Context: an optimization exercise on an open-source flow, tuned for small area. The choices shown serve that exercise and are no tape-out recipe.
Function was checked by simulation only, so behaviour that the tests miss may differ from the original.
Power figures rest on the tool's default switching activity, not on a simulated workload.

==> design/flow/design.v <==
module Systolic_array (
    input clk, reset,
    input [7:0] in_na, in_nb,           
    output reg [7:0] out_na, out_nb,    
    output reg [16:0] out_c
);
  wire [16:0] nxt;
  wire w1;
  Systolic_nor2 u2 (.a(in_na[0]), .b(in_nb[0]), .y(w1));
  wire w3;
  Systolic_nor2 u4 (.a(in_na[0]), .b(in_nb[1]), .y(w3));
  wire w5;
  Systolic_nor2 u6 (.a(in_na[0]), .b(in_nb[2]), .y(w5));
  wire w7;
  Systolic_nor2 u8 (.a(in_na[0]), .b(in_nb[3]), .y(w7));
  wire w9;
  Systolic_nor2 u10 (.a(in_na[0]), .b(in_nb[4]), .y(w9));
  wire w11;
  Systolic_nor2 u12 (.a(in_na[0]), .b(in_nb[5]), .y(w11));
  wire w13;
  Systolic_nor2 u14 (.a(in_na[0]), .b(in_nb[6]), .y(w13));
  wire w15;
  Systolic_nor2 u16 (.a(in_na[0]), .b(in_nb[7]), .y(w15));
  wire w17;
  Systolic_nor2 u18 (.a(in_na[1]), .b(in_nb[0]), .y(w17));
  wire w19;
  Systolic_nor2 u20 (.a(in_na[1]), .b(in_nb[1]), .y(w19));
  wire w21;
  Systolic_nor2 u22 (.a(in_na[1]), .b(in_nb[2]), .y(w21));
  wire w23;
  Systolic_nor2 u24 (.a(in_na[1]), .b(in_nb[3]), .y(w23));
  wire w25;
  Systolic_nor2 u26 (.a(in_na[1]), .b(in_nb[4]), .y(w25));
  wire w27;
  Systolic_nor2 u28 (.a(in_na[1]), .b(in_nb[5]), .y(w27));
  wire w29;
  Systolic_nor2 u30 (.a(in_na[1]), .b(in_nb[6]), .y(w29));
  wire w31;
  Systolic_nor2 u32 (.a(in_na[1]), .b(in_nb[7]), .y(w31));
  wire w33;
  Systolic_nor2 u34 (.a(in_na[2]), .b(in_nb[0]), .y(w33));
  wire w35;
  Systolic_nor2 u36 (.a(in_na[2]), .b(in_nb[1]), .y(w35));
  wire w37;
  Systolic_nor2 u38 (.a(in_na[2]), .b(in_nb[2]), .y(w37));
  wire w39;
  Systolic_nor2 u40 (.a(in_na[2]), .b(in_nb[3]), .y(w39));
  wire w41;
  Systolic_nor2 u42 (.a(in_na[2]), .b(in_nb[4]), .y(w41));
  wire w43;
  Systolic_nor2 u44 (.a(in_na[2]), .b(in_nb[5]), .y(w43));
  wire w45;
  Systolic_nor2 u46 (.a(in_na[2]), .b(in_nb[6]), .y(w45));
  wire w47;
  Systolic_nor2 u48 (.a(in_na[2]), .b(in_nb[7]), .y(w47));
  wire w49;
  Systolic_nor2 u50 (.a(in_na[3]), .b(in_nb[0]), .y(w49));
  wire w51;
  Systolic_nor2 u52 (.a(in_na[3]), .b(in_nb[1]), .y(w51));
  wire w53;
  Systolic_nor2 u54 (.a(in_na[3]), .b(in_nb[2]), .y(w53));
  wire w55;
  Systolic_nor2 u56 (.a(in_na[3]), .b(in_nb[3]), .y(w55));
  wire w57;
  Systolic_nor2 u58 (.a(in_na[3]), .b(in_nb[4]), .y(w57));
  wire w59;
  Systolic_nor2 u60 (.a(in_na[3]), .b(in_nb[5]), .y(w59));
  wire w61;
  Systolic_nor2 u62 (.a(in_na[3]), .b(in_nb[6]), .y(w61));
  wire w63;
  Systolic_nor2 u64 (.a(in_na[3]), .b(in_nb[7]), .y(w63));
  wire w65;
  Systolic_nor2 u66 (.a(in_na[4]), .b(in_nb[0]), .y(w65));
  wire w67;
  Systolic_nor2 u68 (.a(in_na[4]), .b(in_nb[1]), .y(w67));
  wire w69;
  Systolic_nor2 u70 (.a(in_na[4]), .b(in_nb[2]), .y(w69));
  wire w71;
  Systolic_nor2 u72 (.a(in_na[4]), .b(in_nb[3]), .y(w71));
  wire w73;
  Systolic_nor2 u74 (.a(in_na[4]), .b(in_nb[4]), .y(w73));
  wire w75;
  Systolic_nor2 u76 (.a(in_na[4]), .b(in_nb[5]), .y(w75));
  wire w77;
  Systolic_nor2 u78 (.a(in_na[4]), .b(in_nb[6]), .y(w77));
  wire w79;
  Systolic_nor2 u80 (.a(in_na[4]), .b(in_nb[7]), .y(w79));
  wire w81;
  Systolic_nor2 u82 (.a(in_na[5]), .b(in_nb[0]), .y(w81));
  wire w83;
  Systolic_nor2 u84 (.a(in_na[5]), .b(in_nb[1]), .y(w83));
  wire w85;
  Systolic_nor2 u86 (.a(in_na[5]), .b(in_nb[2]), .y(w85));
  wire w87;
  Systolic_nor2 u88 (.a(in_na[5]), .b(in_nb[3]), .y(w87));
  wire w89;
  Systolic_nor2 u90 (.a(in_na[5]), .b(in_nb[4]), .y(w89));
  wire w91;
  Systolic_nor2 u92 (.a(in_na[5]), .b(in_nb[5]), .y(w91));
  wire w93;
  Systolic_nor2 u94 (.a(in_na[5]), .b(in_nb[6]), .y(w93));
  wire w95;
  Systolic_nor2 u96 (.a(in_na[5]), .b(in_nb[7]), .y(w95));
  wire w97;
  Systolic_nor2 u98 (.a(in_na[6]), .b(in_nb[0]), .y(w97));
  wire w99;
  Systolic_nor2 u100 (.a(in_na[6]), .b(in_nb[1]), .y(w99));
  wire w101;
  Systolic_nor2 u102 (.a(in_na[6]), .b(in_nb[2]), .y(w101));
  wire w103;
  Systolic_nor2 u104 (.a(in_na[6]), .b(in_nb[3]), .y(w103));
  wire w105;
  Systolic_nor2 u106 (.a(in_na[6]), .b(in_nb[4]), .y(w105));
  wire w107;
  Systolic_nor2 u108 (.a(in_na[6]), .b(in_nb[5]), .y(w107));
  wire w109;
  Systolic_nor2 u110 (.a(in_na[6]), .b(in_nb[6]), .y(w109));
  wire w111;
  Systolic_nor2 u112 (.a(in_na[6]), .b(in_nb[7]), .y(w111));
  wire w113;
  Systolic_nor2 u114 (.a(in_na[7]), .b(in_nb[0]), .y(w113));
  wire w115;
  Systolic_nor2 u116 (.a(in_na[7]), .b(in_nb[1]), .y(w115));
  wire w117;
  Systolic_nor2 u118 (.a(in_na[7]), .b(in_nb[2]), .y(w117));
  wire w119;
  Systolic_nor2 u120 (.a(in_na[7]), .b(in_nb[3]), .y(w119));
  wire w121;
  Systolic_nor2 u122 (.a(in_na[7]), .b(in_nb[4]), .y(w121));
  wire w123;
  Systolic_nor2 u124 (.a(in_na[7]), .b(in_nb[5]), .y(w123));
  wire w125;
  Systolic_nor2 u126 (.a(in_na[7]), .b(in_nb[6]), .y(w125));
  wire w127;
  Systolic_nor2 u128 (.a(in_na[7]), .b(in_nb[7]), .y(w127));
  wire w129;
  wire w130;
  Systolic_ha u131 (.a(out_c[0]), .b(w1), .s(w129), .co(w130));
  wire w132;
  wire w133;
  Systolic_ha u134 (.a(out_c[1]), .b(w17), .s(w132), .co(w133));
  wire w135;
  wire w136;
  Systolic_fa u137 (.a(w3), .b(w130), .ci(w132), .s(w135), .co(w136));
  wire w138;
  wire w139;
  Systolic_fa u140 (.a(out_c[2]), .b(w33), .ci(w19), .s(w138), .co(w139));
  wire w141;
  wire w142;
  Systolic_ha u143 (.a(w5), .b(w133), .s(w141), .co(w142));
  wire w144;
  wire w145;
  Systolic_fa u146 (.a(w138), .b(w141), .ci(w136), .s(w144), .co(w145));
  wire w147;
  wire w148;
  Systolic_ha u149 (.a(out_c[3]), .b(w21), .s(w147), .co(w148));
  wire w150;
  wire w151;
  Systolic_fa u152 (.a(w7), .b(w35), .ci(w49), .s(w150), .co(w151));
  wire w153;
  wire w154;
  Systolic_fa u155 (.a(w147), .b(w142), .ci(w139), .s(w153), .co(w154));
  wire w156;
  wire w157;
  Systolic_fa u158 (.a(w150), .b(w153), .ci(w145), .s(w156), .co(w157));
  wire w159;
  wire w160;
  Systolic_fa u161 (.a(out_c[4]), .b(w65), .ci(w9), .s(w159), .co(w160));
  wire w162;
  wire w163;
  Systolic_fa u164 (.a(w37), .b(w23), .ci(w51), .s(w162), .co(w163));
  wire w165;
  wire w166;
  Systolic_fa u167 (.a(w148), .b(w151), .ci(w159), .s(w165), .co(w166));
  wire w168;
  wire w169;
  Systolic_fa u170 (.a(w162), .b(w154), .ci(w165), .s(w168), .co(w169));
  wire w171;
  wire w172;
  Systolic_ha u173 (.a(w168), .b(w157), .s(w171), .co(w172));
  wire w174;
  wire w175;
  Systolic_fa u176 (.a(out_c[5]), .b(w81), .ci(w67), .s(w174), .co(w175));
  wire w177;
  wire w178;
  Systolic_fa u179 (.a(w11), .b(w39), .ci(w25), .s(w177), .co(w178));
  wire w180;
  wire w181;
  Systolic_fa u182 (.a(w53), .b(w160), .ci(w163), .s(w180), .co(w181));
  wire w183;
  wire w184;
  Systolic_fa u185 (.a(w177), .b(w174), .ci(w166), .s(w183), .co(w184));
  wire w186;
  wire w187;
  Systolic_fa u188 (.a(w180), .b(w183), .ci(w169), .s(w186), .co(w187));
  wire w189;
  wire w190;
  Systolic_ha u191 (.a(w172), .b(w186), .s(w189), .co(w190));
  wire w192;
  wire w193;
  Systolic_fa u194 (.a(out_c[6]), .b(w41), .ci(w27), .s(w192), .co(w193));
  wire w195;
  wire w196;
  Systolic_ha u197 (.a(w55), .b(w83), .s(w195), .co(w196));
  wire w198;
  wire w199;
  Systolic_fa u200 (.a(w69), .b(w97), .ci(w13), .s(w198), .co(w199));
  wire w201;
  wire w202;
  Systolic_fa u203 (.a(w195), .b(w178), .ci(w198), .s(w201), .co(w202));
  wire w204;
  wire w205;
  Systolic_fa u206 (.a(w175), .b(w192), .ci(w181), .s(w204), .co(w205));
  wire w207;
  wire w208;
  Systolic_fa u209 (.a(w201), .b(w184), .ci(w204), .s(w207), .co(w208));
  wire w210;
  wire w211;
  Systolic_fa u212 (.a(w207), .b(w187), .ci(w190), .s(w210), .co(w211));
  wire w213;
  wire w214;
  Systolic_fa u215 (.a(out_c[7]), .b(w113), .ci(w71), .s(w213), .co(w214));
  wire w216;
  wire w217;
  Systolic_fa u218 (.a(w43), .b(w85), .ci(w29), .s(w216), .co(w217));
  wire w219;
  wire w220;
  Systolic_fa u221 (.a(w57), .b(w99), .ci(w15), .s(w219), .co(w220));
  wire w222;
  wire w223;
  Systolic_fa u224 (.a(w196), .b(w193), .ci(w199), .s(w222), .co(w223));
  wire w225;
  wire w226;
  Systolic_fa u227 (.a(w216), .b(w213), .ci(w219), .s(w225), .co(w226));
  wire w228;
  wire w229;
  Systolic_fa u230 (.a(w202), .b(w222), .ci(w225), .s(w228), .co(w229));
  wire w231;
  wire w232;
  Systolic_fa u233 (.a(w205), .b(w228), .ci(w208), .s(w231), .co(w232));
  wire w234;
  wire w235;
  Systolic_ha u236 (.a(w231), .b(w211), .s(w234), .co(w235));
  wire w237;
  wire w238;
  Systolic_fa u239 (.a(out_c[8]), .b(w115), .ci(w101), .s(w237), .co(w238));
  wire w240;
  wire w241;
  Systolic_fa u242 (.a(w87), .b(w73), .ci(w45), .s(w240), .co(w241));
  wire w243;
  wire w244;
  Systolic_ha u245 (.a(w31), .b(w59), .s(w243), .co(w244));
  wire w246;
  wire w247;
  Systolic_fa u248 (.a(w243), .b(w214), .ci(w240), .s(w246), .co(w247));
  wire w249;
  wire w250;
  Systolic_fa u251 (.a(w217), .b(w220), .ci(w237), .s(w249), .co(w250));
  wire w252;
  wire w253;
  Systolic_fa u254 (.a(w223), .b(w226), .ci(w246), .s(w252), .co(w253));
  wire w255;
  wire w256;
  Systolic_fa u257 (.a(w249), .b(w229), .ci(w252), .s(w255), .co(w256));
  wire w258;
  wire w259;
  Systolic_fa u260 (.a(w255), .b(w232), .ci(w235), .s(w258), .co(w259));
  wire w261;
  wire w262;
  Systolic_fa u263 (.a(out_c[9]), .b(w89), .ci(w103), .s(w261), .co(w262));
  wire w264;
  wire w265;
  Systolic_fa u266 (.a(w61), .b(w75), .ci(w117), .s(w264), .co(w265));
  wire w267;
  wire w268;
  Systolic_fa u269 (.a(w47), .b(w244), .ci(w238), .s(w267), .co(w268));
  wire w270;
  wire w271;
  Systolic_fa u272 (.a(w241), .b(w264), .ci(w261), .s(w270), .co(w271));
  wire w273;
  wire w274;
  Systolic_fa u275 (.a(w247), .b(w267), .ci(w250), .s(w273), .co(w274));
  wire w276;
  wire w277;
  Systolic_fa u278 (.a(w270), .b(w253), .ci(w273), .s(w276), .co(w277));
  wire w279;
  wire w280;
  Systolic_fa u281 (.a(w256), .b(w276), .ci(w259), .s(w279), .co(w280));
  wire w282;
  wire w283;
  Systolic_fa u284 (.a(out_c[10]), .b(w63), .ci(w91), .s(w282), .co(w283));
  wire w285;
  wire w286;
  Systolic_fa u287 (.a(w77), .b(w105), .ci(w119), .s(w285), .co(w286));
  wire w288;
  wire w289;
  Systolic_fa u290 (.a(w265), .b(w262), .ci(w282), .s(w288), .co(w289));
  wire w291;
  wire w292;
  Systolic_fa u293 (.a(w285), .b(w268), .ci(w271), .s(w291), .co(w292));
  wire w294;
  wire w295;
  Systolic_fa u296 (.a(w288), .b(w274), .ci(w291), .s(w294), .co(w295));
  wire w297;
  wire w298;
  Systolic_fa u299 (.a(w277), .b(w294), .ci(w280), .s(w297), .co(w298));
  wire w300;
  wire w301;
  Systolic_fa u302 (.a(out_c[11]), .b(w79), .ci(w93), .s(w300), .co(w301));
  wire w303;
  wire w304;
  Systolic_fa u305 (.a(w107), .b(w121), .ci(w283), .s(w303), .co(w304));
  wire w306;
  wire w307;
  Systolic_fa u308 (.a(w286), .b(w300), .ci(w303), .s(w306), .co(w307));
  wire w309;
  wire w310;
  Systolic_fa u311 (.a(w289), .b(w292), .ci(w306), .s(w309), .co(w310));
  wire w312;
  wire w313;
  Systolic_fa u314 (.a(w295), .b(w309), .ci(w298), .s(w312), .co(w313));
  wire w315;
  wire w316;
  Systolic_fa u317 (.a(out_c[12]), .b(w123), .ci(w109), .s(w315), .co(w316));
  wire w318;
  wire w319;
  Systolic_fa u320 (.a(w95), .b(w301), .ci(w315), .s(w318), .co(w319));
  wire w321;
  wire w322;
  Systolic_fa u323 (.a(w304), .b(w318), .ci(w307), .s(w321), .co(w322));
  wire w324;
  wire w325;
  Systolic_fa u326 (.a(w321), .b(w310), .ci(w313), .s(w324), .co(w325));
  wire w327;
  wire w328;
  Systolic_fa u329 (.a(out_c[13]), .b(w111), .ci(w125), .s(w327), .co(w328));
  wire w330;
  wire w331;
  Systolic_fa u332 (.a(w316), .b(w327), .ci(w319), .s(w330), .co(w331));
  wire w333;
  wire w334;
  Systolic_fa u335 (.a(w330), .b(w322), .ci(w325), .s(w333), .co(w334));
  wire w336;
  wire w337;
  Systolic_fa u338 (.a(out_c[14]), .b(w127), .ci(w328), .s(w336), .co(w337));
  wire w339;
  wire w340;
  Systolic_fa u341 (.a(w336), .b(w331), .ci(w334), .s(w339), .co(w340));
  wire w342;
  wire w343;
  Systolic_fa u344 (.a(out_c[15]), .b(w337), .ci(w340), .s(w342), .co(w343));
  wire w345;
  Systolic_xor2 u346 (.a(out_c[16]), .b(w343), .y(w345));
  assign nxt[0] = w129;
  assign nxt[1] = w135;
  assign nxt[2] = w144;
  assign nxt[3] = w156;
  assign nxt[4] = w171;
  assign nxt[5] = w189;
  assign nxt[6] = w210;
  assign nxt[7] = w234;
  assign nxt[8] = w258;
  assign nxt[9] = w279;
  assign nxt[10] = w297;
  assign nxt[11] = w312;
  assign nxt[12] = w324;
  assign nxt[13] = w333;
  assign nxt[14] = w339;
  assign nxt[15] = w342;
  assign nxt[16] = w345;
  always @(posedge clk or posedge reset) begin
    if (reset) begin
      out_na <= 8'hff;
      out_nb <= 8'hff;
      out_c <= 17'b0;
    end else begin
      out_c <= nxt;
      out_na <= in_na;
      out_nb <= in_nb;
    end
  end
endmodule
module Systolic_array_in (
    input clk, reset,
    input [7:0] in_na, in_nb,           
    output reg [7:0] out_na, out_nb,    
    output reg [16:0] out_c
);
  wire [16:0] nxt;
  wire w1;
  Systolic_nor2 u2 (.a(in_na[0]), .b(in_nb[0]), .y(w1));
  wire w3;
  Systolic_nor2 u4 (.a(in_na[0]), .b(in_nb[1]), .y(w3));
  wire w5;
  Systolic_nor2 u6 (.a(in_na[0]), .b(in_nb[2]), .y(w5));
  wire w7;
  Systolic_nor2 u8 (.a(in_na[0]), .b(in_nb[3]), .y(w7));
  wire w9;
  Systolic_nor2 u10 (.a(in_na[0]), .b(in_nb[4]), .y(w9));
  wire w11;
  Systolic_nor2 u12 (.a(in_na[0]), .b(in_nb[5]), .y(w11));
  wire w13;
  Systolic_nor2 u14 (.a(in_na[0]), .b(in_nb[6]), .y(w13));
  wire w15;
  Systolic_nor2 u16 (.a(in_na[0]), .b(in_nb[7]), .y(w15));
  wire w17;
  Systolic_nor2 u18 (.a(in_na[1]), .b(in_nb[0]), .y(w17));
  wire w19;
  Systolic_nor2 u20 (.a(in_na[1]), .b(in_nb[1]), .y(w19));
  wire w21;
  Systolic_nor2 u22 (.a(in_na[1]), .b(in_nb[2]), .y(w21));
  wire w23;
  Systolic_nor2 u24 (.a(in_na[1]), .b(in_nb[3]), .y(w23));
  wire w25;
  Systolic_nor2 u26 (.a(in_na[1]), .b(in_nb[4]), .y(w25));
  wire w27;
  Systolic_nor2 u28 (.a(in_na[1]), .b(in_nb[5]), .y(w27));
  wire w29;
  Systolic_nor2 u30 (.a(in_na[1]), .b(in_nb[6]), .y(w29));
  wire w31;
  Systolic_nor2 u32 (.a(in_na[1]), .b(in_nb[7]), .y(w31));
  wire w33;
  Systolic_nor2 u34 (.a(in_na[2]), .b(in_nb[0]), .y(w33));
  wire w35;
  Systolic_nor2 u36 (.a(in_na[2]), .b(in_nb[1]), .y(w35));
  wire w37;
  Systolic_nor2 u38 (.a(in_na[2]), .b(in_nb[2]), .y(w37));
  wire w39;
  Systolic_nor2 u40 (.a(in_na[2]), .b(in_nb[3]), .y(w39));
  wire w41;
  Systolic_nor2 u42 (.a(in_na[2]), .b(in_nb[4]), .y(w41));
  wire w43;
  Systolic_nor2 u44 (.a(in_na[2]), .b(in_nb[5]), .y(w43));
  wire w45;
  Systolic_nor2 u46 (.a(in_na[2]), .b(in_nb[6]), .y(w45));
  wire w47;
  Systolic_nor2 u48 (.a(in_na[2]), .b(in_nb[7]), .y(w47));
  wire w49;
  Systolic_nor2 u50 (.a(in_na[3]), .b(in_nb[0]), .y(w49));
  wire w51;
  Systolic_nor2 u52 (.a(in_na[3]), .b(in_nb[1]), .y(w51));
  wire w53;
  Systolic_nor2 u54 (.a(in_na[3]), .b(in_nb[2]), .y(w53));
  wire w55;
  Systolic_nor2 u56 (.a(in_na[3]), .b(in_nb[3]), .y(w55));
  wire w57;
  Systolic_nor2 u58 (.a(in_na[3]), .b(in_nb[4]), .y(w57));
  wire w59;
  Systolic_nor2 u60 (.a(in_na[3]), .b(in_nb[5]), .y(w59));
  wire w61;
  Systolic_nor2 u62 (.a(in_na[3]), .b(in_nb[6]), .y(w61));
  wire w63;
  Systolic_nor2 u64 (.a(in_na[3]), .b(in_nb[7]), .y(w63));
  wire w65;
  Systolic_nor2 u66 (.a(in_na[4]), .b(in_nb[0]), .y(w65));
  wire w67;
  Systolic_nor2 u68 (.a(in_na[4]), .b(in_nb[1]), .y(w67));
  wire w69;
  Systolic_nor2 u70 (.a(in_na[4]), .b(in_nb[2]), .y(w69));
  wire w71;
  Systolic_nor2 u72 (.a(in_na[4]), .b(in_nb[3]), .y(w71));
  wire w73;
  Systolic_nor2 u74 (.a(in_na[4]), .b(in_nb[4]), .y(w73));
  wire w75;
  Systolic_nor2 u76 (.a(in_na[4]), .b(in_nb[5]), .y(w75));
  wire w77;
  Systolic_nor2 u78 (.a(in_na[4]), .b(in_nb[6]), .y(w77));
  wire w79;
  Systolic_nor2 u80 (.a(in_na[4]), .b(in_nb[7]), .y(w79));
  wire w81;
  Systolic_nor2 u82 (.a(in_na[5]), .b(in_nb[0]), .y(w81));
  wire w83;
  Systolic_nor2 u84 (.a(in_na[5]), .b(in_nb[1]), .y(w83));
  wire w85;
  Systolic_nor2 u86 (.a(in_na[5]), .b(in_nb[2]), .y(w85));
  wire w87;
  Systolic_nor2 u88 (.a(in_na[5]), .b(in_nb[3]), .y(w87));
  wire w89;
  Systolic_nor2 u90 (.a(in_na[5]), .b(in_nb[4]), .y(w89));
  wire w91;
  Systolic_nor2 u92 (.a(in_na[5]), .b(in_nb[5]), .y(w91));
  wire w93;
  Systolic_nor2 u94 (.a(in_na[5]), .b(in_nb[6]), .y(w93));
  wire w95;
  Systolic_nor2 u96 (.a(in_na[5]), .b(in_nb[7]), .y(w95));
  wire w97;
  Systolic_nor2 u98 (.a(in_na[6]), .b(in_nb[0]), .y(w97));
  wire w99;
  Systolic_nor2 u100 (.a(in_na[6]), .b(in_nb[1]), .y(w99));
  wire w101;
  Systolic_nor2 u102 (.a(in_na[6]), .b(in_nb[2]), .y(w101));
  wire w103;
  Systolic_nor2 u104 (.a(in_na[6]), .b(in_nb[3]), .y(w103));
  wire w105;
  Systolic_nor2 u106 (.a(in_na[6]), .b(in_nb[4]), .y(w105));
  wire w107;
  Systolic_nor2 u108 (.a(in_na[6]), .b(in_nb[5]), .y(w107));
  wire w109;
  Systolic_nor2 u110 (.a(in_na[6]), .b(in_nb[6]), .y(w109));
  wire w111;
  Systolic_nor2 u112 (.a(in_na[6]), .b(in_nb[7]), .y(w111));
  wire w113;
  Systolic_nor2 u114 (.a(in_na[7]), .b(in_nb[0]), .y(w113));
  wire w115;
  Systolic_nor2 u116 (.a(in_na[7]), .b(in_nb[1]), .y(w115));
  wire w117;
  Systolic_nor2 u118 (.a(in_na[7]), .b(in_nb[2]), .y(w117));
  wire w119;
  Systolic_nor2 u120 (.a(in_na[7]), .b(in_nb[3]), .y(w119));
  wire w121;
  Systolic_nor2 u122 (.a(in_na[7]), .b(in_nb[4]), .y(w121));
  wire w123;
  Systolic_nor2 u124 (.a(in_na[7]), .b(in_nb[5]), .y(w123));
  wire w125;
  Systolic_nor2 u126 (.a(in_na[7]), .b(in_nb[6]), .y(w125));
  wire w127;
  Systolic_nor2 u128 (.a(in_na[7]), .b(in_nb[7]), .y(w127));
  wire w129;
  wire w130;
  Systolic_ha u131 (.a(out_c[0]), .b(w1), .s(w129), .co(w130));
  wire w132;
  wire w133;
  Systolic_ha u134 (.a(out_c[1]), .b(w17), .s(w132), .co(w133));
  wire w135;
  wire w136;
  Systolic_fa u137 (.a(w3), .b(w130), .ci(w132), .s(w135), .co(w136));
  wire w138;
  wire w139;
  Systolic_fa u140 (.a(out_c[2]), .b(w33), .ci(w19), .s(w138), .co(w139));
  wire w141;
  wire w142;
  Systolic_ha u143 (.a(w5), .b(w133), .s(w141), .co(w142));
  wire w144;
  wire w145;
  Systolic_fa u146 (.a(w138), .b(w141), .ci(w136), .s(w144), .co(w145));
  wire w147;
  wire w148;
  Systolic_ha u149 (.a(out_c[3]), .b(w21), .s(w147), .co(w148));
  wire w150;
  wire w151;
  Systolic_fa u152 (.a(w7), .b(w35), .ci(w49), .s(w150), .co(w151));
  wire w153;
  wire w154;
  Systolic_fa u155 (.a(w147), .b(w142), .ci(w139), .s(w153), .co(w154));
  wire w156;
  wire w157;
  Systolic_fa u158 (.a(w150), .b(w153), .ci(w145), .s(w156), .co(w157));
  wire w159;
  wire w160;
  Systolic_fa u161 (.a(out_c[4]), .b(w65), .ci(w9), .s(w159), .co(w160));
  wire w162;
  wire w163;
  Systolic_fa u164 (.a(w37), .b(w23), .ci(w51), .s(w162), .co(w163));
  wire w165;
  wire w166;
  Systolic_fa u167 (.a(w148), .b(w151), .ci(w159), .s(w165), .co(w166));
  wire w168;
  wire w169;
  Systolic_fa u170 (.a(w162), .b(w154), .ci(w165), .s(w168), .co(w169));
  wire w171;
  wire w172;
  Systolic_ha u173 (.a(w168), .b(w157), .s(w171), .co(w172));
  wire w174;
  wire w175;
  Systolic_fa u176 (.a(out_c[5]), .b(w81), .ci(w67), .s(w174), .co(w175));
  wire w177;
  wire w178;
  Systolic_fa u179 (.a(w11), .b(w39), .ci(w25), .s(w177), .co(w178));
  wire w180;
  wire w181;
  Systolic_fa u182 (.a(w53), .b(w160), .ci(w163), .s(w180), .co(w181));
  wire w183;
  wire w184;
  Systolic_fa u185 (.a(w177), .b(w174), .ci(w166), .s(w183), .co(w184));
  wire w186;
  wire w187;
  Systolic_fa u188 (.a(w180), .b(w183), .ci(w169), .s(w186), .co(w187));
  wire w189;
  wire w190;
  Systolic_ha u191 (.a(w172), .b(w186), .s(w189), .co(w190));
  wire w192;
  wire w193;
  Systolic_fa u194 (.a(out_c[6]), .b(w41), .ci(w27), .s(w192), .co(w193));
  wire w195;
  wire w196;
  Systolic_ha u197 (.a(w55), .b(w83), .s(w195), .co(w196));
  wire w198;
  wire w199;
  Systolic_fa u200 (.a(w69), .b(w97), .ci(w13), .s(w198), .co(w199));
  wire w201;
  wire w202;
  Systolic_fa u203 (.a(w195), .b(w178), .ci(w198), .s(w201), .co(w202));
  wire w204;
  wire w205;
  Systolic_fa u206 (.a(w175), .b(w192), .ci(w181), .s(w204), .co(w205));
  wire w207;
  wire w208;
  Systolic_fa u209 (.a(w201), .b(w184), .ci(w204), .s(w207), .co(w208));
  wire w210;
  wire w211;
  Systolic_fa u212 (.a(w207), .b(w187), .ci(w190), .s(w210), .co(w211));
  wire w213;
  wire w214;
  Systolic_fa u215 (.a(out_c[7]), .b(w113), .ci(w71), .s(w213), .co(w214));
  wire w216;
  wire w217;
  Systolic_fa u218 (.a(w43), .b(w85), .ci(w29), .s(w216), .co(w217));
  wire w219;
  wire w220;
  Systolic_fa u221 (.a(w57), .b(w99), .ci(w15), .s(w219), .co(w220));
  wire w222;
  wire w223;
  Systolic_fa u224 (.a(w196), .b(w193), .ci(w199), .s(w222), .co(w223));
  wire w225;
  wire w226;
  Systolic_fa u227 (.a(w216), .b(w213), .ci(w219), .s(w225), .co(w226));
  wire w228;
  wire w229;
  Systolic_fa u230 (.a(w202), .b(w222), .ci(w225), .s(w228), .co(w229));
  wire w231;
  wire w232;
  Systolic_fa u233 (.a(w205), .b(w228), .ci(w208), .s(w231), .co(w232));
  wire w234;
  wire w235;
  Systolic_ha u236 (.a(w231), .b(w211), .s(w234), .co(w235));
  wire w237;
  wire w238;
  Systolic_fa u239 (.a(out_c[8]), .b(w115), .ci(w101), .s(w237), .co(w238));
  wire w240;
  wire w241;
  Systolic_fa u242 (.a(w87), .b(w73), .ci(w45), .s(w240), .co(w241));
  wire w243;
  wire w244;
  Systolic_ha u245 (.a(w31), .b(w59), .s(w243), .co(w244));
  wire w246;
  wire w247;
  Systolic_fa u248 (.a(w243), .b(w214), .ci(w240), .s(w246), .co(w247));
  wire w249;
  wire w250;
  Systolic_fa u251 (.a(w217), .b(w220), .ci(w237), .s(w249), .co(w250));
  wire w252;
  wire w253;
  Systolic_fa u254 (.a(w223), .b(w226), .ci(w246), .s(w252), .co(w253));
  wire w255;
  wire w256;
  Systolic_fa u257 (.a(w249), .b(w229), .ci(w252), .s(w255), .co(w256));
  wire w258;
  wire w259;
  Systolic_fa u260 (.a(w255), .b(w232), .ci(w235), .s(w258), .co(w259));
  wire w261;
  wire w262;
  Systolic_fa u263 (.a(out_c[9]), .b(w89), .ci(w103), .s(w261), .co(w262));
  wire w264;
  wire w265;
  Systolic_fa u266 (.a(w61), .b(w75), .ci(w117), .s(w264), .co(w265));
  wire w267;
  wire w268;
  Systolic_fa u269 (.a(w47), .b(w244), .ci(w238), .s(w267), .co(w268));
  wire w270;
  wire w271;
  Systolic_fa u272 (.a(w241), .b(w264), .ci(w261), .s(w270), .co(w271));
  wire w273;
  wire w274;
  Systolic_fa u275 (.a(w267), .b(w247), .ci(w250), .s(w273), .co(w274));
  wire w276;
  wire w277;
  Systolic_fa u278 (.a(w270), .b(w253), .ci(w273), .s(w276), .co(w277));
  wire w279;
  wire w280;
  Systolic_fa u281 (.a(w256), .b(w276), .ci(w259), .s(w279), .co(w280));
  wire w282;
  wire w283;
  Systolic_fa u284 (.a(out_c[10]), .b(w63), .ci(w91), .s(w282), .co(w283));
  wire w285;
  wire w286;
  Systolic_fa u287 (.a(w77), .b(w105), .ci(w119), .s(w285), .co(w286));
  wire w288;
  wire w289;
  Systolic_fa u290 (.a(w265), .b(w262), .ci(w282), .s(w288), .co(w289));
  wire w291;
  wire w292;
  Systolic_fa u293 (.a(w285), .b(w268), .ci(w271), .s(w291), .co(w292));
  wire w294;
  wire w295;
  Systolic_fa u296 (.a(w288), .b(w274), .ci(w291), .s(w294), .co(w295));
  wire w297;
  wire w298;
  Systolic_fa u299 (.a(w277), .b(w294), .ci(w280), .s(w297), .co(w298));
  wire w300;
  wire w301;
  Systolic_fa u302 (.a(out_c[11]), .b(w79), .ci(w93), .s(w300), .co(w301));
  wire w303;
  wire w304;
  Systolic_fa u305 (.a(w107), .b(w121), .ci(w283), .s(w303), .co(w304));
  wire w306;
  wire w307;
  Systolic_fa u308 (.a(w286), .b(w300), .ci(w303), .s(w306), .co(w307));
  wire w309;
  wire w310;
  Systolic_fa u311 (.a(w289), .b(w292), .ci(w306), .s(w309), .co(w310));
  wire w312;
  wire w313;
  Systolic_fa u314 (.a(w295), .b(w309), .ci(w298), .s(w312), .co(w313));
  wire w315;
  wire w316;
  Systolic_fa u317 (.a(out_c[12]), .b(w123), .ci(w109), .s(w315), .co(w316));
  wire w318;
  wire w319;
  Systolic_fa u320 (.a(w95), .b(w301), .ci(w315), .s(w318), .co(w319));
  wire w321;
  wire w322;
  Systolic_fa u323 (.a(w304), .b(w318), .ci(w307), .s(w321), .co(w322));
  wire w324;
  wire w325;
  Systolic_fa u326 (.a(w321), .b(w310), .ci(w313), .s(w324), .co(w325));
  wire w327;
  wire w328;
  Systolic_fa u329 (.a(out_c[13]), .b(w111), .ci(w125), .s(w327), .co(w328));
  wire w330;
  wire w331;
  Systolic_fa u332 (.a(w316), .b(w327), .ci(w319), .s(w330), .co(w331));
  wire w333;
  wire w334;
  Systolic_fa u335 (.a(w330), .b(w322), .ci(w325), .s(w333), .co(w334));
  wire w336;
  wire w337;
  Systolic_fa u338 (.a(out_c[14]), .b(w127), .ci(w328), .s(w336), .co(w337));
  wire w339;
  wire w340;
  Systolic_fa u341 (.a(w336), .b(w331), .ci(w334), .s(w339), .co(w340));
  wire w342;
  wire w343;
  Systolic_fa u344 (.a(out_c[15]), .b(w337), .ci(w340), .s(w342), .co(w343));
  wire w345;
  Systolic_xor2 u346 (.a(out_c[16]), .b(w343), .y(w345));
  assign nxt[0] = w129;
  assign nxt[1] = w135;
  assign nxt[2] = w144;
  assign nxt[3] = w156;
  assign nxt[4] = w171;
  assign nxt[5] = w189;
  assign nxt[6] = w210;
  assign nxt[7] = w234;
  assign nxt[8] = w258;
  assign nxt[9] = w279;
  assign nxt[10] = w297;
  assign nxt[11] = w312;
  assign nxt[12] = w324;
  assign nxt[13] = w333;
  assign nxt[14] = w339;
  assign nxt[15] = w342;
  assign nxt[16] = w345;
  always @(posedge clk or posedge reset) begin
    if (reset) begin
      out_na <= 8'hff;
      out_nb <= 8'hff;
      out_c <= 17'b0;
    end else begin
      out_c <= nxt;
      out_na <= in_na;
      out_nb <= in_nb;
    end
  end
endmodule
module Systolic_inv8 (input [7:0] a, output [7:0] y);
  Systolic_inv u0 (.a(a[0]), .y(y[0]));
  Systolic_inv u1 (.a(a[1]), .y(y[1]));
  Systolic_inv u2 (.a(a[2]), .y(y[2]));
  Systolic_inv u3 (.a(a[3]), .y(y[3]));
  Systolic_inv u4 (.a(a[4]), .y(y[4]));
  Systolic_inv u5 (.a(a[5]), .y(y[5]));
  Systolic_inv u6 (.a(a[6]), .y(y[6]));
  Systolic_inv u7 (.a(a[7]), .y(y[7]));
endmodule
module Systolic_fa (input a, b, ci, output s, co);
  assign s = a ^ b ^ ci;
  assign co = (a & b) | (a & ci) | (b & ci);
endmodule
module Systolic_ha (input a, b, output s, co);
  assign s = a ^ b;
  assign co = a & b;
endmodule
module Systolic_inv (input a, output y);
  assign y = ~a;
endmodule
module Systolic_nor2 (input a, b, output y);
  assign y = ~(a | b);
endmodule
module Systolic_xor2 (input a, b, output y);
  assign y = a ^ b;
endmodule
module Matrix_Multiplication (
  input clk, reset,
  input [7:0] a1, a2, a3, a4, b1, b2, b3, b4,
  output [16:0] c1, c2, c3, c4, c5, c6, c7, c8, c9, c10, c11, c12, c13, c14, c15, c16
);
  wire [7:0] na1, na2, na3, na4, nb1, nb2, nb3, nb4;
  Systolic_inv8 Ia1 (.a(a1), .y(na1));
  Systolic_inv8 Ia2 (.a(a2), .y(na2));
  Systolic_inv8 Ia3 (.a(a3), .y(na3));
  Systolic_inv8 Ia4 (.a(a4), .y(na4));
  Systolic_inv8 Ib1 (.a(b1), .y(nb1));
  Systolic_inv8 Ib2 (.a(b2), .y(nb2));
  Systolic_inv8 Ib3 (.a(b3), .y(nb3));
  Systolic_inv8 Ib4 (.a(b4), .y(nb4));
  wire [7:0] va00, vb00;
  wire [7:0] va01, vb01;
  wire [7:0] va02, vb02;
  wire [7:0] va03, vb03;
  wire [7:0] va10, vb10;
  wire [7:0] va11, vb11;
  wire [7:0] va12, vb12;
  wire [7:0] va13, vb13;
  wire [7:0] va20, vb20;
  wire [7:0] va21, vb21;
  wire [7:0] va22, vb22;
  wire [7:0] va23, vb23;
  wire [7:0] va30, vb30;
  wire [7:0] va31, vb31;
  wire [7:0] va32, vb32;
  wire [7:0] va33, vb33;
  Systolic_array B1 (.clk(clk), .reset(reset), .in_na(na1), .in_nb(nb1), .out_na(va00), .out_nb(vb00), .out_c(c1));
  Systolic_array B2 (.clk(clk), .reset(reset), .in_na(na2), .in_nb(vb00), .out_na(va01), .out_nb(vb01), .out_c(c2));
  Systolic_array B3 (.clk(clk), .reset(reset), .in_na(na3), .in_nb(vb01), .out_na(va02), .out_nb(vb02), .out_c(c3));
  Systolic_array B4 (.clk(clk), .reset(reset), .in_na(na4), .in_nb(vb02), .out_na(va03), .out_nb(), .out_c(c4));
  Systolic_array B5 (.clk(clk), .reset(reset), .in_na(va00), .in_nb(nb2), .out_na(va10), .out_nb(vb10), .out_c(c5));
  Systolic_array_in B6 (.clk(clk), .reset(reset), .in_na(va01), .in_nb(vb10), .out_na(va11), .out_nb(vb11), .out_c(c6));
  Systolic_array_in B7 (.clk(clk), .reset(reset), .in_na(va02), .in_nb(vb11), .out_na(va12), .out_nb(vb12), .out_c(c7));
  Systolic_array_in B8 (.clk(clk), .reset(reset), .in_na(va03), .in_nb(vb12), .out_na(va13), .out_nb(), .out_c(c8));
  Systolic_array B9 (.clk(clk), .reset(reset), .in_na(va10), .in_nb(nb3), .out_na(va20), .out_nb(vb20), .out_c(c9));
  Systolic_array_in B10 (.clk(clk), .reset(reset), .in_na(va11), .in_nb(vb20), .out_na(va21), .out_nb(vb21), .out_c(c10));
  Systolic_array_in B11 (.clk(clk), .reset(reset), .in_na(va12), .in_nb(vb21), .out_na(va22), .out_nb(vb22), .out_c(c11));
  Systolic_array_in B12 (.clk(clk), .reset(reset), .in_na(va13), .in_nb(vb22), .out_na(va23), .out_nb(), .out_c(c12));
  Systolic_array B13 (.clk(clk), .reset(reset), .in_na(va20), .in_nb(nb4), .out_na(), .out_nb(vb30), .out_c(c13));
  Systolic_array_in B14 (.clk(clk), .reset(reset), .in_na(va21), .in_nb(vb30), .out_na(), .out_nb(vb31), .out_c(c14));
  Systolic_array_in B15 (.clk(clk), .reset(reset), .in_na(va22), .in_nb(vb31), .out_na(), .out_nb(vb32), .out_c(c15));
  Systolic_array_in B16 (.clk(clk), .reset(reset), .in_na(va23), .in_nb(vb32), .out_na(), .out_nb(), .out_c(c16));
endmodule
==> design/flow/flow/run.sh <==
#!/bin/bash
# Own flow: the standard layout, with the PE's leaf modules mapped one-to-one
# onto standard cells before synthesis (flow/map.py), buf_1 port buffers,
# synthesis buffers removed at floorplan, and the extra ORFS settings listed
# one per line in flow/make_args.  Each tool's output goes to a log here.
set -euo pipefail
python3 flow/map.py design.v > design_mapped.v 2> map.log
EXTRA=()
if [[ -f flow/make_args ]]; then
  while IFS= read -r line; do
    [[ -n "$line" && "$line" != \#* ]] && EXTRA+=("$line")
  done < flow/make_args
fi
bash standard.sh VERILOG_FILES=$PWD/design_mapped.v \
  "BUFFER_PORTS_ARGS=-buffer_cell sky130_fd_sc_hd__buf_1" \
  REMOVE_ABC_BUFFERS=1 "${EXTRA[@]}" \
  finish > standard.log 2>&1
==> design/flow/flow/make_args <==
CTS_ARGS=-sink_clustering_enable -repair_clock_nets -dont_use_dummy_load -buf_list sky130_fd_sc_hd__clkbuf_8 -sink_clustering_size 15 -sink_clustering_max_diameter 120
==> design/flow/flow/map.py <==
#!/usr/bin/env python3
"""Map the leaf modules of the PE netlist (Systolic_fa, Systolic_nand2, ...)
one-to-one onto sky130hd cells.  Reads design.v, writes the mapped design to
stdout.  Each leaf module keeps its name and ports; only its body becomes a
single standard-cell instance with the same function."""
import re, sys

CELLS = {
    'fa':    ("input a, b, ci, output s, co", "sky130_fd_sc_hd__fa_1 c (.A(a), .B(b), .CIN(ci), .SUM(s), .COUT(co));"),
    'ha':    ("input a, b, output s, co", "sky130_fd_sc_hd__ha_1 c (.A(a), .B(b), .SUM(s), .COUT(co));"),
    'nand2': ("input a, b, output y", "sky130_fd_sc_hd__nand2_1 c (.A(a), .B(b), .Y(y));"),
    'and2':  ("input a, b, output y", "sky130_fd_sc_hd__and2_1 c (.A(a), .B(b), .X(y));"),
    'nor2':  ("input a, b, output y", "sky130_fd_sc_hd__nor2_1 c (.A(a), .B(b), .Y(y));"),
    'or2':   ("input a, b, output y", "sky130_fd_sc_hd__or2_1 c (.A(a), .B(b), .X(y));"),
    'xor2':  ("input a, b, output y", "sky130_fd_sc_hd__xor2_1 c (.A(a), .B(b), .X(y));"),
    'xnor2': ("input a, b, output y", "sky130_fd_sc_hd__xnor2_1 c (.A(a), .B(b), .Y(y));"),
    'inv':   ("input a, output y", "sky130_fd_sc_hd__inv_2 c (.A(a), .Y(y));"),
    'nor2b': ("input a, bn, output y", "sky130_fd_sc_hd__nor2b_1 c (.A(a), .B_N(bn), .Y(y));"),
    'or2b':  ("input a, bn, output y", "sky130_fd_sc_hd__or2b_1 c (.A(a), .B_N(bn), .X(y));"),
}

src = open(sys.argv[1]).read()
n = 0
for m, (ports, body) in CELLS.items():
    pat = re.compile(r'\bmodule\s+Systolic_' + m + r'\b.*?\bendmodule\b', re.S)
    src, k = pat.subn(f"module Systolic_{m} ({ports});\n  {body}\nendmodule", src)
    n += k
sys.stdout.write(src)
print(f"map.py: mapped {n} leaf modules", file=sys.stderr)
==> design/flow/standard.sh <==
#!/bin/bash
# synth_recipe.tcl (not shown) runs the flow's synth.tcl, then flattens the netlist and writes it again
# the make line also repeats each setting of config.mk as NAME=value (left out here)
make -C /OpenROAD-flow-scripts/flow DESIGN_CONFIG=/design/flow/config.mk WORK_HOME=/design/flow/orfs CLKGATE_MAP_FILE= SYNTH_SCRIPT=/design/flow/synth_recipe.tcl "${@:-finish}"
==> design/flow/config.mk <==
export PLATFORM = sky130hd
export DESIGN_NAME = Matrix_Multiplication
export DESIGN_NICKNAME = Matrix_Multiplication
export VERILOG_FILES = /design/flow/design.v
export SDC_FILE = /design/flow/constraint.sdc
export NUM_CORES = 4
export LEC_CHECK = 0
export CAP_MARGIN = 20
export CORE_MARGIN = 2
export CORE_UTILIZATION = 65
export GPL_TIMING_DRIVEN = 0
export PLACE_DENSITY = 0.85
export SLEW_MARGIN = 20
==> design/flow/constraint.sdc <==
create_clock -name core_clock -period 8.0 [get_ports {clk}]
set_input_delay 1.6000 -clock core_clock [delete_from_list [all_inputs] [get_ports {clk}]]
set_output_delay 1.6000 -clock core_clock [all_outputs]
set_load 0.01 [all_outputs]
==> impl_metrics.ini, run 1 <==
[global_route]
met2_usage = 0.492
grt_pass1_vias = 27300
grt_pass1_wl_mm = 147
gr-usage-met1 = 0.404
gr-usage-met3 = 0.0626
grt_start_max_net_pins = 107
top_usage_layer = met2
grt_usage = 0.302
antenna_found_initial = 1
grt.overflow.total = 0

[finish]
multi_input_area_um2 = 26000
layout_commonest_cell = nor2_1
drive_above_1_share = 0.0962
seq_area_um2 = 11900
syn_to_final_growth_pct = 2.13
instances_no_fill = 3890
fillerInstances = 4105
mostFrequentLayoutCells = 1,024 x nor2_1, 1,008 x fa_1, 337 x buf_1
nNetsFinal = 4319

[floorplan]
coreArea_um2 = 61400
die-area_um2 = 63700
start_util = 0.653
dieWidth_um = 252
fp-row-count = 91
dieHeight_um = 252
io_pins = 338

[clocking]
clock-root-buffer = clkbuf_8
cts_resized = 0
ctsHoldBuffers = 0
post_cts_buffers = 0
cts.reportedPaths.clkPinSlew_ns = 0.11
htree_levels = 2
cts_tree = done
numCtsBuffers = 36
clock_sinks = 464
clkLatencyLatePin_ns = 0.65
clk_path_buf_depth = 3

[timing]
setup_viol = 0
rsz0062_at_grt = false
fin_crit_sh = 0.927
skew_ns = 0.0608
worstMarginPinSlew_ns = 0.555
hold_viol = 0
min_period_ns = 7.42
slew_violations = 0
fmax_mhz = 135
maxSlewHeadroom = 0.630

[power]
power_frac_seq = 0.265
power_mw = 16.9
pwr-share-comb = 0.663
sw_frac_of_total = 0.456
p_per_area_nw_per_um2 = 414
power_switching_mw = 7.72
p_leak_nw = 18.4
power.share.clock = 0.072
ir_drop_mv = 0.315
p_int_mw = 9.22

[place]
portBuffers = 337
place_inst = 3853
place.gp.congestion = 0.931
hpwl_mm = 69.6

[worst_setup_path]
max_stage_delay_ns = 0.52
required_ns = 8.53
cpMostUsedCell = fa_1
criticalPathCategory = input pin to flip-flop
cp_max_fo = 9
cp_slowest_cell = fa_1
arrival_ns = 7.95
worstSetupStartpointType = input pin
path_cells = buf_1 -> inv_2 -> nor2_1 -> fa_1 -> fa_1 -> fa_1 -> fa_1 -> ha_1 -> fa_1 -> ha_1 -> fa_1 -> fa_1 -> fa_1 -> fa_1 -> fa_1 -> fa_1 -> fa_1 -> fa_1 -> xor2_1
cp-end-kind = flip-flop
path_buf_inv = 2
critPathTopFamily = adder cells

[routing]
via_per_inst = 5.91
routed_wirelength_mm = 88.6
wl_per_cell_um = 22.8
route.detailed.drc = 0
first_pass_iters = 8
drt-initial-drc-count = 1806
route.vias.total = 23000
ant_nets = 0

[logic_synthesis]
synth.cell_area_um2 = 40100
seq_area_frac_synth = 0.296
synthCells = 2993
ys_types = 9
ys_warn_count = 2
synth-seq-cells = 464
avgSynthCellArea_um2 = 13.4

[worst_hold_path]
hold_path.class = flip-flop to flip-flop

[flow_run]
drv_cap = 0

[run_status]
run_status = timing/DRC/antenna clean
[worst paths after layout]
kind / from / end / slack (ns) / cells after the start
worst max-delay path: a3[0] / B3.out_c[16]$_DFF_PP0_ / 0.58 / 19
worst min-delay path: B7.out_na[3]$_DFF_PP1_ / B11.out_na[3]$_DFF_PP1_ / 0.42 / 0
worst max register to register: B10.out_nb[3]$_DFF_PP1_ / B11.out_c[16]$_DFF_PP0_ / 1.01 / 17
worst min register to register: B7.out_na[3]$_DFF_PP1_ / B11.out_na[3]$_DFF_PP1_ / 0.42 / 0
max in group asynchronous: reset / B12.out_na[7]$_DFF_PP1_ / 5.37 / 5
min in group asynchronous: reset / B1.out_c[1]$_DFF_PP0_ / 0.96 / 2
[power groups by stage]
stage / logic [mW] / registers [mW] / clock network (mW)
global placement: 10.4 / 4.48 / 0
finish: 11.2 / 4.48 / 1.22
global route: 13.1 / 4.60 / 1.32
CTS: 11.5 / 4.48 / 1.25
floorplan: 7.61 / 4.59 / 0
detailed placement: 11.4 / 4.50 / 0
[flip-flops by register name (all words and copies together) (netlist names), 17 cells and up]
register   flops
B14.out_c     17
B1.out_c      17
B13.out_c     17
B12.out_c     17
B2.out_c      17
B16.out_c     17
B11.out_c     17
B8.out_c      17
B5.out_c      17
B10.out_c     17
B6.out_c      17
B7.out_c      17
B15.out_c     17
B3.out_c      17
B4.out_c      17
B9.out_c      17
[per-stage QoR]
stage	setup slack, ns	setup TNS (ns)	utilization	hold slack [ns]	cell area [µm²]
3_3_place_gp	-11.10	-4141.88	0.657	0.427	40300
3_5_place_dp	-0.104	-0.448	0.659	0.427	40500
6_report	0.582	0	0.667	0.424	41000
4_1_cts	0.608	0	0.667	0.412	41000
2_1_floorplan	-6.22	-2183.70	-	0.396	38100
5_1_grt	0.382	0	0.667	0.424	41000
[cells by family (layout without fill, tap and decap cells)]
logic type	count (synthesis)	in the layout	synth area share
adders and majority gates	1152	1152	0.548
and+or+nand+nor	1024	1024	0.0958
DFF	464	464	0.296
buffers and inverters	337	443	0.0570
xor gates and xnor gates	16	16	0.00349
other	0	1	0
[cells in the mapped netlist]
master	number	area [µm²]
buf_4	272	2040
xor2_1	16	140
inv_1	1	3.75
dfstp_2	192	5040
dfrtp_1	272	6810
ha_1	144	1800
nor2_1	1024	3840
inv_2	64	240
fa_1	1008	20200
[metal layers]
metal,share of wire,routed length (µm),up-vias
li1,-,-,9040
met3,0.081,7190,283
met5,0,0,-
met2,0.51,45200,1140
met4,0.048,4240,0
met1,0.36,32000,12500
[area by class of cell]
type | instances | area share
antenna | 1 | 0.0000611
clock buffer | 36 | 0.0121
inverter | 65 | 0.00614
multi-input combinational | 2192 | 0.634
sequential | 464 | 0.289
tap | 790 | 0.0241
timing repair buffer | 342 | 0.0342
==> run 2, diff against run 1 <==
--- a/design/flow/config.mk
+++ b/design/flow/config.mk
@@ -10,4 +10,3 @@
 export CORE_UTILIZATION = 65
 export GPL_TIMING_DRIVEN = 0
-export PLACE_DENSITY = 0.85
 export SLEW_MARGIN = 20
==> impl_metrics.ini, run 2 <==
[run_status]
run_status = timing/DRC/antenna clean

[floorplan]
coreArea_um2 = 61400
fp-row-count = 91
start_util = 0.653
dieHeight_um = 252
dieWidth_um = 252
die-area_um2 = 63700
io_pins = 338

[clocking]
cts_resized = 0
numCtsBuffers = 36
cts_tree = done
clkLatencyLatePin_ns = 0.65
clk_path_buf_depth = 3
clock-root-buffer = clkbuf_8
post_cts_buffers = 0
ctsHoldBuffers = 0
clock_sinks = 464
htree_levels = 2
cts.reportedPaths.clkPinSlew_ns = 0.11

[power]
p_leak_nw = 18.4
p_per_area_nw_per_um2 = 411
ir_drop_mv = 0.396

[place]
portBuffers = 337
hpwl_mm = 69.0
place.gp.congestion = 0.887
dpl-instance-area_um2 = 40400
post-place-ws_ns = -0.155

[timing]
slew_violations = 0
skew_ns = 0.0535
hold_viol = 0
min_period_ns = 7.47
maxSlewHeadroom = 0.638
setup_viol = 0
rsz0062_at_grt = false
worstMarginPinSlew_ns = 0.544
setup_slack_ns = 0.533
fin_crit_sh = 0.933
fmax_mhz = 134
tns_ns = 0

[routing]
first_pass_iters = 6
drt-initial-drc-count = 1085
met3_length_mm = 5.62
wl_met1_mm = 32.7
wl_per_cell_um = 22.2
ant_nets = 0
route.vias.total = 22200
dr_wl_met2_mm = 44.8
via_per_inst = 5.72
routed_wirelength_mm = 86.5
route.detailed.drc = 0
routed.top_layer = met4

[logic_synthesis]
yosys.area.top_type_share = 0.503
seq_area_frac_synth = 0.296
synth_ff_type = dfrtp_1
async_reset_ff_frac = 1.00
synth_area_leaders = fa_1 50%, dfrtp_1 17%, dfstp_2 13%
post-synth-top-count-cell = nor2_1
synth-seq-cells = 464
synthCells = 2993
yosysTopAreaCell = fa_1
ys_warn_count = 2
synthTopCellsByCount = 1,024 x nor2_1, 1,008 x fa_1, 272 x buf_4, 272 x dfrtp_1, 192 x dfstp_2
synth_edf_count = 0
synth.cell_area_um2 = 40100
avgSynthCellArea_um2 = 13.4
ys_types = 9

[finish]
multi_input_area_um2 = 26000
mostFrequentLayoutCells = 1,024 x nor2_1, 1,008 x fa_1, 337 x buf_1
seq_area_um2 = 11900
drive_above_1_share = 0.0959
layout_commonest_cell = nor2_1
fillerInstances = 4560
stdcell_area_um2 = 40900
syn_to_final_growth_pct = 2.06
nNetsFinal = 4318

[worst_setup_path]
cp_max_fo = 9
arrival_ns = 8.00
worstSetupStartpointType = input pin
cp-end-kind = flip-flop
criticalPathCategory = input pin to flip-flop
required_ns = 8.54

[global_route]
antenna_found_initial = 1
grt_pass1_vias = 26700
grt_usage = 0.295
grt_pass1_wl_mm = 144
grt_start_max_net_pins = 109
grt.overflow.total = 0

[flow_run]
drv_cap = 0

[worst_hold_path]
hold_path.class = flip-flop to flip-flop
run 2: cell types whose count changed in the layout (fill, tap and decap cells not counted), sizes merged:
cell  change
buf       -1
run 2: cell families after synthesis:
| logic type | share of synthesized area |
|---|---|
| fa+ha+maj | 0.548 |
| simple gates | 0.0958 |
| flops | 0.296 |
| buf+inv | 0.0570 |
| xor+xnor | 0.00349 |
run 2: metrics by stage:
| stage | utilization | hold slack (ns) | total power [mW] | instances |
|---|---|---|---|---|
| 2_1_floorplan | - | 0.396 | 12.2 | 2721 |
| 3_3_place_gp | 0.657 | 0.429 | 15.2 | 3848 |
| 3_5_place_dp | 0.659 | 0.428 | 15.9 | 3852 |
| 4_1_cts | 0.667 | 0.421 | 17.3 | 3888 |
| 5_1_grt | 0.667 | 0.425 | 19.1 | 3889 |
| 6_report | 0.667 | 0.421 | 16.8 | 3889 |
run 2: path summary, 6_finish.rpt:
check	slack [ns]	startpoint	to	cells after the start
max in group asynchronous	4.71	reset	B4.out_na[6]$_DFF_PP1_	6
worst min register to register	0.42	B7.out_na[1]$_DFF_PP1_	B11.out_na[1]$_DFF_PP1_	0
worst min-delay path	0.42	B7.out_na[1]$_DFF_PP1_	B11.out_na[1]$_DFF_PP1_	0
worst max register to register	1.04	B14.out_nb[3]$_DFF_PP1_	B15.out_c[16]$_DFF_PP0_	17
min in group asynchronous	0.98	reset	B13.out_c[12]$_DFF_PP0_	2
worst max-delay path	0.53	a4[0]	B4.out_c[16]$_DFF_PP0_	19
run 2: cell type report:
cell class                 count  area share
inverter                      65     0.00614
tap                          790      0.0242
clock buffer                  36      0.0121
sequential                   464       0.290
multi-input combinational   2192       0.634
antenna                        1   0.0000611
timing repair buffer         341      0.0336
run 2: critical path, cell delays in order:
cell and delay (ns):
buf_1 0.16, inv_2 0.14, nor2_1 0.16, fa_1 0.46, fa_1 0.43, fa_1 0.53
fa_1 0.43, ha_1 0.21, fa_1 0.38, ha_1 0.21, fa_1 0.38, fa_1 0.40
fa_1 0.39, fa_1 0.40, fa_1 0.40, fa_1 0.39, fa_1 0.39, fa_1 0.39
xor2_1 0.15
run 2: layer usage:
layer / vias to the layer above / global-route usage
li1: 9030 / -
met1: 12200 / 0.400
met2: 782 / 0.489
met3: 184 / 0.0541
met4: 0 / 0.107
met5: - / 0
run 2: power breakdown:
part,leakage (nW),internal (mW),switching [mW]
Sequential,5.19,3.57,0.865
Clock,0.259,0.407,0.796
Combinational,12.9,5.23,5.96
==> run 3, diff against run 2 <==
--- a/design/flow/config.mk
+++ b/design/flow/config.mk
@@ -8,5 +8,7 @@
 export CAP_MARGIN = 20
 export CORE_MARGIN = 2
-export CORE_UTILIZATION = 65
+export CORE_UTILIZATION = 55
+export GPL_ROUTABILITY_DRIVEN = 0
 export GPL_TIMING_DRIVEN = 0
+export PLACE_DENSITY = 0.75
 export SLEW_MARGIN = 20
==> impl_metrics.ini, run 3 <==
[routing]
ant_nets = 0
routed_wirelength_mm = 88.2
via_per_inst = 5.58
wl_per_cell_um = 21.7
drt-initial-drc-count = 1451
first_pass_iters = 5
route.vias.total = 22700
route.detailed.drc = 0

[finish]
mostFrequentLayoutCells = 1,024 x nor2_1, 1,008 x fa_1, 337 x buf_1
multi_input_area_um2 = 26000
fillerInstances = 5798
layout_commonest_cell = nor2_1
instances_no_fill = 4060
drive_above_1_share = 0.0962
seq_area_um2 = 11900
syn_to_final_growth_pct = 2.63
nNetsFinal = 4319

[timing]
tns_ns = 0
fin_crit_sh = 0.927
rsz0062_at_grt = false
setup_slack_ns = 0.582
whs_ns = 0.380
min_period_ns = 7.42
skew_ns = 0.0558
fmax_mhz = 135
hold_viol = 0
setup_viol = 0
slew_violations = 0
maxSlewHeadroom = 0.584
worstMarginPinSlew_ns = 0.624

[logic_synthesis]
ys_types = 9
yosysTopAreaCell = fa_1
synthTopCellsByCount = 1,024 x nor2_1, 1,008 x fa_1, 272 x buf_4, 272 x dfrtp_1, 192 x dfstp_2
ys_warn_count = 2
yosys.area.top_type_share = 0.503
synth-seq-cells = 464
seq_area_frac_synth = 0.296
synthCells = 2993
post-synth-top-count-cell = nor2_1
synth.cell_area_um2 = 40100
synth_edf_count = 0
avgSynthCellArea_um2 = 13.4
synth_ff_type = dfrtp_1
synth_area_leaders = fa_1 50%, dfrtp_1 17%, dfstp_2 13%
async_reset_ff_frac = 1.00

[global_route]
grt.overflow.total = 0
top_usage_layer = met2
gr-usage-met3 = 0.0528
grt_pass1_vias = 26800
grt_usage = 0.252
met2_usage = 0.416
gr-usage-met1 = 0.334
grt_start_max_net_pins = 105
antenna_found_initial = 1
grt_pass1_wl_mm = 146

[worst_setup_path]
rr_worst_depth = 17
path_cells = buf_1 -> inv_2 -> nor2_1 -> fa_1 -> fa_1 -> fa_1 -> fa_1 -> ha_1 -> fa_1 -> ha_1 -> fa_1 -> fa_1 -> fa_1 -> fa_1 -> fa_1 -> fa_1 -> fa_1 -> fa_1 -> xor2_1
arrival_ns = 7.93
path_buf_inv = 2
cp-end-kind = flip-flop
reg2reg_slack_ns = 1.06
worstReg2RegStart = B7.out_na[4]$_DFF_PP1_
critPathTopFamily = adder cells
max_stage_delay_ns = 0.52
worstSetupStartpointType = input pin
cp_slowest_cell = fa_1
cp_max_fo = 9
cpMostUsedCell = fa_1
criticalPathCategory = input pin to flip-flop
timing.rr.end = B11.out_c[16]$_DFF_PP0_
required_ns = 8.52

[clocking]
ctsHoldBuffers = 0
post_cts_buffers = 0
clkLatencyLatePin_ns = 0.64
clock_sinks = 464
htree_levels = 2
cts_tree = done
cts_resized = 0
clk_path_buf_depth = 3
clock-root-buffer = clkbuf_8
numCtsBuffers = 37
cts.reportedPaths.clkPinSlew_ns = 0.11

[floorplan]
dieWidth_um = 274
die-area_um2 = 75100
dieHeight_um = 274
start_util = 0.552
io_pins = 338
coreArea_um2 = 72600
fp-row-count = 99

[power]
p_per_area_nw_per_um2 = 412
ir_drop_mv = 0.324
p_leak_nw = 18.4

[place]
place_inst = 4021
hpwl_mm = 69.1
post-place-ws_ns = -0.0945
portBuffers = 337

[worst_hold_path]
hold_end = B3.out_nb[5]$_DFF_PP1_
hold_path_depth = 0
hold_path.class = flip-flop to flip-flop
hold_start = B2.out_nb[5]$_DFF_PP1_

[run_status]
run_status = timing/DRC/antenna clean

[flow_run]
drv_cap = 0
==> run 3: changes by cell type in the layout (fill, tap and decap cells not counted) <==
cell / previous run / this run
diode_2: 1 / 2
clkbuf_8: 36 / 37
==> run 3: how the worst max path moves through the flow <==
stage	start	end	cells past startpoint
after floorplan	reset	B1.out_c[0]$_DFF_PP0_	1
after global placement	reset	B12.out_c[14]$_DFF_PP0_	2
after detailed placement	a3[4]	B3.out_c[16]$_DFF_PP0_	19
after CTS	a3[4]	B3.out_c[16]$_DFF_PP0_	19
after global routing	a3[4]	B3.out_c[16]$_DFF_PP0_	19
final	b1[3]	B1.out_c[16]$_DFF_PP0_	19
==> run 3: cell families (layout without fill, tap and decap cells) <==
| family | Yosys count | in the layout | share of synthesized area |
|---|---|---|---|
| adder cells (fa/ha/maj) | 1152 | 1152 | 0.548 |
| XOR/XNOR | 16 | 16 | 0.00349 |
| buffers and inverters | 337 | 443 | 0.0570 |
| flip-flops | 464 | 464 | 0.296 |
| other | 0 | 2 | 0 |
| AND/OR/NAND/NOR | 1024 | 1024 | 0.0958 |
==> run 3: report_power, final <==
part / switching, mW / internal [mW]
clock network: 0.822 / 0.418
logic: 6.01 / 5.25
registers: 0.880 / 3.57
==> run 3: metal layers <==
metal | routed length, µm | up-vias
li1 | - | 9037
met1 | 32800 | 12400
met2 | 45000 | 994
met3 | 6860 | 212
met4 | 3580 | 0
met5 | 0 | -
==> run 3: layout make-up <==
class	instances	share of cell area
clock buffer	37	0.0124
tap	959	0.0292
antenna	2	0.000122
sequential	464	0.288
multi-input combinational	2192	0.631
timing repair buffer	341	0.0334
inverter	65	0.00611
==> run 3: through the flow <==
stage / util / instance area, µm² / total power [mW]
6_report: 0.567 / 41200 / 17.0
5_1_grt: 0.567 / 41200 / 19.2
4_1_cts: 0.567 / 41200 / 17.4
3_5_place_dp: 0.560 / 40600 / 15.9
3_3_place_gp: 0.558 / 40500 / 15.2
2_1_floorplan: - / 38100 / 12.2

## port drivers added, routing unchanged
Ports are ideal in the flow. The routed layouts listed here were re-timed in OpenROAD.
Step 1 sets driving cells, clkbuf_16 on the clock port and buf_2 on the other inputs (assumed; they add their load-dependent delay and slew).
Step 2 moves the port delays by t, midway between the first and last clock arrival at a register: inputs arrive t later, outputs are due t later. That takes back most of the time a late clock gives input paths.
Three values: no drivers, after step 1, after step 2; two values: the first two.
| run | t (ns) | slack for setup (ns) | worst setup path after step 2 | clock arrival spread, ns | worst register clock-pin slew, ns |
|---|---|---|---|---|---|
| run 1 | 0.686 | 0.582 / 0.598 / -0.088 | input to register | 0.064 / 0.064 | 0.12 / 0.12 |
| run 2 | 0.677 | 0.533 / 0.569 / -0.108 | input to register | 0.054 / 0.054 | 0.11 / 0.11 |
| run 3 | 0.676 | 0.582 / 0.623 / -0.054 | input to register | 0.056 / 0.055 | 0.12 / 0.12 |
Met with ideal ports but missed after step 2: setup timing in every run listed. The setup slack of run 1, which loses most, moves by +0.016 ns with the drivers and by -0.670 ns with both steps.
